What follows belongs to an exercise in optimizing a design on an open flow for small area; a production flow would make more cautious choices.
Power and IR drop assume default switching activity.

==> flow/design.v (excerpt) <==
module fifo #(parameter WIDTH=64, parameter DEPTH=8)(input clk, res_n, shift_in, shift_out,
                                                    input [WIDTH-1:0] data_in,
                                                    output reg full, empty,
                                                    output reg [WIDTH-1:0] data_out);
export LEC_CHECK = 0
export CAP_MARGIN = 0
export CORE_MARGIN = 2
export CORE_UTILIZATION = 60
export CTS_BUF_LIST = sky130_fd_sc_hd__clkbuf_16
export CTS_CLUSTER_DIAMETER = 60
export CTS_CLUSTER_SIZE = 30
export PLACE_DENSITY = 0.75
export SLEW_MARGIN = 0
create_clock -name core_clock -period 5.0 [get_ports {clk}]
standard.sh (not shown) runs the stock make flow with config.mk's settings and CLKGATE_MAP_FILE= SYNTH_SCRIPT=/design/flow/synth_recipe.tcl, a recipe that flattens the netlist after the stock synthesis.
==> flow/flow/run.sh <==
#!/bin/bash
set -euo pipefail
export BUFFER_PORTS_ARGS="-buffer_cell sky130_fd_sc_hd__buf_1"
export CTS_ARGS="-sink_clustering_enable -repair_clock_nets -sink_clustering_size 12 -sink_clustering_max_diameter 30 -buf_list {sky130_fd_sc_hd__clkbuf_4 sky130_fd_sc_hd__clkbuf_8} -root_buf sky130_fd_sc_hd__clkbuf_8 -sink_clustering_buffer sky130_fd_sc_hd__clkbuf_4 -dont_use_dummy_load"
bash standard.sh finish > standard_flow.log 2>&1
Rerun with:
==> flow/flow/run.sh (replaced) <==
#!/bin/bash
set -euo pipefail
export BUFFER_PORTS_ARGS="-buffer_cell sky130_fd_sc_hd__buf_1"
export CTS_ARGS="-sink_clustering_enable -repair_clock_nets -sink_clustering_size 20 -sink_clustering_max_diameter 50 -buf_list {sky130_fd_sc_hd__clkbuf_8 sky130_fd_sc_hd__clkbuf_16} -root_buf sky130_fd_sc_hd__clkbuf_16 -sink_clustering_buffer sky130_fd_sc_hd__clkbuf_8 -dont_use_dummy_load"
bash standard.sh finish > standard_flow.log 2>&1
Outcome: Wire length decreases by 1.3%; die area does not change; sequential share of layout area increases by 0.44 points; first-iteration DRC count decreases by 8.5%; non-clock buffer count is unchanged; via count decreases by 2.8%; fmax decreases by 1.6%; combinational power barely changes.
No run of this note included a check of the RTL's function; only the layout flow was run.

Setup of run A:
Starting RTL as in the previous note.
==> flow/config.mk <==
export PLATFORM = sky130hd
export DESIGN_NAME = fifo
export DESIGN_NICKNAME = fifo
export VERILOG_FILES = /design/flow/design.v
export SDC_FILE = /design/flow/constraint.sdc
export NUM_CORES = 4
export LEC_CHECK = 0
export CAP_MARGIN = 20
export CORE_MARGIN = 2
export CORE_UTILIZATION = 60
export CTS_BUF_LIST = sky130_fd_sc_hd__clkbuf_8
export CTS_CLUSTER_DIAMETER = 40
export CTS_CLUSTER_SIZE = 16
export PLACE_DENSITY = 0.75
export SLEW_MARGIN = 20
==> flow/constraint.sdc <==
create_clock -name core_clock -period 5.0 [get_ports {clk}]
set_input_delay 1.0000 -clock core_clock [delete_from_list [all_inputs] [get_ports {clk}]]
set_output_delay 1.0000 -clock core_clock [all_outputs]
set_load 0.01 [all_outputs]
run.sh (not shown) runs the stock make flow with config.mk's settings and CLKGATE_MAP_FILE= SYNTH_SCRIPT=/design/flow/synth_recipe.tcl, a recipe that flattens the netlist after the stock synthesis.
Stock flow here: none of the scripts above is used.
Edits applied to the flow inputs when going from run A to run B:
- CORE_UTILIZATION changed from 60 to 40
- CTS_CLUSTER_SIZE removed (was 16)
- PLACE_DENSITY changed from 0.75 to 0.6
- CTS_CLUSTER_DIAMETER removed (was 40)
- CTS_BUF_LIST removed (was sky130_fd_sc_hd__clkbuf_8)
Results
Run B against run A: global-route wire length before repair grew by 5.9 mm; worst setup slack grew by 15 ps. On routed metal-1 wirelength, the lower figure sits with run A, not run B. Clock buffer count in the final layout: run B vs run A up 11. Run B vs run A — power after layout climbed by more than 10%. The register area was comparable across run A and run B.
The inputs of run C differ from those of run B as listed below.
- changing CAP_MARGIN from 20 to 0
- changing CORE_UTILIZATION from 40 to 60
- changing SLEW_MARGIN from 20 to 0
- setting GPL_TIMING_DRIVEN to 0 for the first time
- changing PLACE_DENSITY from 0.6 to 0.75
==> flow/flow/run.sh (new file) <==
#!/bin/bash
set -euo pipefail
export BUFFER_PORTS_ARGS="-buffer_cell sky130_fd_sc_hd__buf_1"
export REMOVE_ABC_BUFFERS=1
export CTS_ARGS="-sink_clustering_enable -repair_clock_nets -sink_clustering_size 20 -sink_clustering_max_diameter 50 -buf_list {sky130_fd_sc_hd__clkbuf_8 sky130_fd_sc_hd__clkbuf_16} -root_buf sky130_fd_sc_hd__clkbuf_16 -sink_clustering_buffer sky130_fd_sc_hd__clkbuf_8 -dont_use_dummy_load"
bash standard.sh finish > standard_flow.log 2>&1
==> flow/standard.sh (new file) <==
#!/bin/bash
# synth_recipe.tcl (not shown) runs the flow's synth.tcl, then flattens the netlist and writes it again
# the make line also repeats each setting of config.mk as NAME=value (left out here)
make -C /OpenROAD-flow-scripts/flow DESIGN_CONFIG=/design/flow/config.mk WORK_HOME=/design/flow/orfs CLKGATE_MAP_FILE= SYNTH_SCRIPT=/design/flow/synth_recipe.tcl "${@:-finish}"
removed: flow/run.sh
[summary]
Final area improves in run C relative to run B. Clock-buffer cell count of run C falls short of that of run B by more than a quarter. | number of buffers on the longest clock path | run C vs run B | ≈ equal |. Logic depth of the worst register-to-register path ends up lower on run B. On run C: wire length is 2.7 mm lower than what run B gave. Run B leaves more setup margin than run C. Run C ended with less share of final-layout standard cells stronger than drive strength 1 than run B. Fraction of area in registers is lower on run B. The measured slew at the worst slew-check pin in run C was lower than what run B gave. Run C ends up with a layout filler cell count that is 46% lower than in run B.
Changes in run D relative to run C:
- putting CTS_CLUSTER_DIAMETER at 60 where nothing was set
- clearing GPL_TIMING_DRIVEN, which used to be 0
- putting CTS_BUF_LIST at sky130_fd_sc_hd__clkbuf_16 where nothing was set
- putting CTS_CLUSTER_SIZE at 30 where nothing was set
==> flow/flow/run.sh <==
#!/bin/bash
set -euo pipefail
export BUFFER_PORTS_ARGS="-buffer_cell sky130_fd_sc_hd__buf_1"
export CTS_ARGS="-sink_clustering_enable -repair_clock_nets -sink_clustering_size 26 -sink_clustering_max_diameter 45 -buf_list {sky130_fd_sc_hd__clkbuf_8} -root_buf sky130_fd_sc_hd__clkbuf_8 -sink_clustering_buffer sky130_fd_sc_hd__clkbuf_8 -dont_use_dummy_load"
bash standard.sh finish > standard_flow.log 2>&1
Lower average wire per standard cell goes to run D over run C.
Where static leakage is concerned, run C is outperformed by run D.
On worst path setup slack after routing, run D does better than run C.
Layout overhead on the synthesized area: run D < run C
When run D is measured against run C, its register share of total power turns out 0.8 points higher.
Edits applied to the flow inputs when going from run D to run E:
==> flow/flow/run.sh <==
#!/bin/bash
set -euo pipefail
export BUFFER_PORTS_ARGS="-buffer_cell sky130_fd_sc_hd__buf_1"
export CTS_ARGS="-sink_clustering_enable -repair_clock_nets -sink_clustering_size 30 -sink_clustering_max_diameter 60 -buf_list {sky130_fd_sc_hd__clkbuf_16} -dont_use_dummy_load"
bash standard.sh finish > standard_flow.log 2>&1
==> comparison <==
Taking run D as the reference, in run E power saw an increase, portion of total power attributed to combinational logic moved down, routed wire length was more or less identical, design area now sits higher, count of clock-net buffers in the final layout fell by 15.
The global-route wire length before repair in run E was lower than what run D gave.
The higher register clock-pin slew on the reported worst setup and hold paths of run E and run D is in run D.
Looking at fill cell total of the finished layout, run E sits 19 lower than run D does.
Run E ended with less fraction of standard cell area that is sequential than run D.
Time the final worst path needs with I/O delays and setup (higher): run E
diff inputs: run E => run F
- removing CTS_CLUSTER_DIAMETER (formerly 60)
- removing CTS_BUF_LIST (formerly sky130_fd_sc_hd__clkbuf_16)
- removing CTS_CLUSTER_SIZE (formerly 30)
- changing PLACE_DENSITY from 0.75 to 0.85
- changing CORE_UTILIZATION from 60 to 75
==> flow/flow/run.sh <==
#!/bin/bash
set -euo pipefail
export BUFFER_PORTS_ARGS="-buffer_cell sky130_fd_sc_hd__buf_1"
export CTS_ARGS="-sink_clustering_enable -repair_clock_nets -buf_list {sky130_fd_sc_hd__clkbuf_8} -root_buf sky130_fd_sc_hd__clkbuf_8 -sink_clustering_buffer sky130_fd_sc_hd__clkbuf_8 -dont_use_dummy_load"
bash standard.sh finish > standard_flow.log 2>&1
==> comparison <==
Relative to run E, power share of the combinational group has decreased by 0.2 points in run F. Diff run E -> run F | cell-internal power | up by a few percent. [run F vs run E] power: higher in run F. Between run F and run E, the difference in number of buffers added on ports is negligible. Of run F and run E, the run reporting the lower cell count was run F. Non-clock buffer count, run F vs run E: up slightly. On total wirelength of the detailed-routed design, run E beats run F. Run E has a lower post-layout worst setup margin than run F. Run F: final period utilization lower than run E. shift_in as the source of the critical timing path was reported by run F, and res_n by run E. Run F against run E; cell total after placement is down by a few percent. Critical path endpoint: mem[7][55] -> run F, mem[4][11] -> run E. Clock buffer count in the final layout, run F vs run E: up by more than 100%.
No run of this note included a check of the RTL's function; only the layout flow was run.

## juniper
fifo again, from the RTL that the note above started with.
clock: 5.0 ns
lec_check: 0
cap_margin: 0
core_margin: 2
core_utilization: 60
cts_buf_list: sky130_fd_sc_hd__clkbuf_16
cts_cluster_diameter: 60
cts_cluster_size: 30
place_density: 0.75
slew_margin: 0
Stock flow here: none of the scripts above is used.
### juniper -> cedar
==> flow/flow/run.sh (new file) <==
#!/bin/bash
# Standard layout, with the port buffers made from the smallest buffer cell.
set -euo pipefail
export BUFFER_PORTS_ARGS="-buffer_cell sky130_fd_sc_hd__buf_1"
bash standard.sh finish > standard_flow.log 2>&1
==> flow/standard.sh (new file) <==
#!/bin/bash
# synth_recipe.tcl (not shown) runs the flow's synth.tcl, then flattens the netlist and writes it again
# the make line also repeats each setting of config.mk as NAME=value (left out here)
make -C /OpenROAD-flow-scripts/flow DESIGN_CONFIG=/design/flow/config.mk WORK_HOME=/design/flow/orfs CLKGATE_MAP_FILE= SYNTH_SCRIPT=/design/flow/synth_recipe.tcl "${@:-finish}"
removed: flow/run.sh
| overall track demand over capacity in global routing | cedar vs juniper | 0.39 points higher |
Of juniper and cedar, the higher count of fill cells added during filler insertion belongs to cedar.
Summary of cedar over juniper: achievable frequency down about 2.5%; fraction of final layout cells sized beyond drive strength 1 down 0.22 points; combinational power down 23%.
cedar ends up with a switching fraction of total power that is 0.40 points lower than in juniper.
juniper has a lower antenna diode instance count than cedar.
cedar vs. juniper: total clock buffers created by CTS fell by 1, worst path setup slack after routing decreased by 0.073 ns relative to the old numbers.
No functional check of the RTL was part of any run of this note.

-- afterwards: timing with drivers on the ports --
The flow's constraints put no driver on any port. The routed layouts listed below were extracted and timed again, unchanged, in two steps.
Step 1 (the two cells are an assumption about what drives the block):
set clk [get_ports {clk}]
set_driving_cell -lib_cell sky130_fd_sc_hd__clkbuf_16 $clk
set_driving_cell -lib_cell sky130_fd_sc_hd__buf_2 [delete_from_list [all_inputs] $clk]
Step 2 also shifts input and output timing later by t, the mid clock arrival at the registers, as if the neighbouring blocks saw the same clock.
a / b / c = ideal ports / drivers / drivers and shift; a / b = the first two.
run | shift t [ns] | setup slack, ns | worst hold slack (ns) | cell pins on the clock port's net
the first run of note 1 | 0.633 | 2.018 / 2.038 / 1.404 | 0.438 / 0.438 / 0.438 | 1
the second run of note 1 | 0.557 | 1.969 / 1.990 / 1.433 | 0.474 / 0.474 / 0.474 | 1
run A | 0.659 | 2.159 / 2.181 / 1.522 | 0.479 / 0.479 / 0.479 | 1
run B | 0.658 | 2.174 / 2.189 / 1.531 | 0.488 / 0.488 / 0.488 | 1
run C | 0.559 | 1.912 / 1.939 / 1.380 | 0.457 / 0.457 / 0.457 | 1
run D | 0.619 | 2.028 / 2.047 / 1.428 | 0.452 / 0.452 / 0.452 | 1
run E | 0.615 | 2.019 / 2.039 / 1.425 | 0.456 / 0.456 / 0.456 | 1
run F | 0.617 | 2.415 / 2.439 / 1.821 | 0.453 / 0.453 / 0.453 | 1
juniper | 0.637 | 2.142 / 2.168 / 1.531 | 0.480 / 0.480 / 0.480 | 1
cedar | 0.635 | 2.069 / 2.093 / 1.458 | 0.483 / 0.483 / 0.483 | 1
After both steps setup and hold are still met in every run listed. The setup slack of run B, which loses most, moves by +0.015 ns with the drivers and by -0.643 ns with both steps.
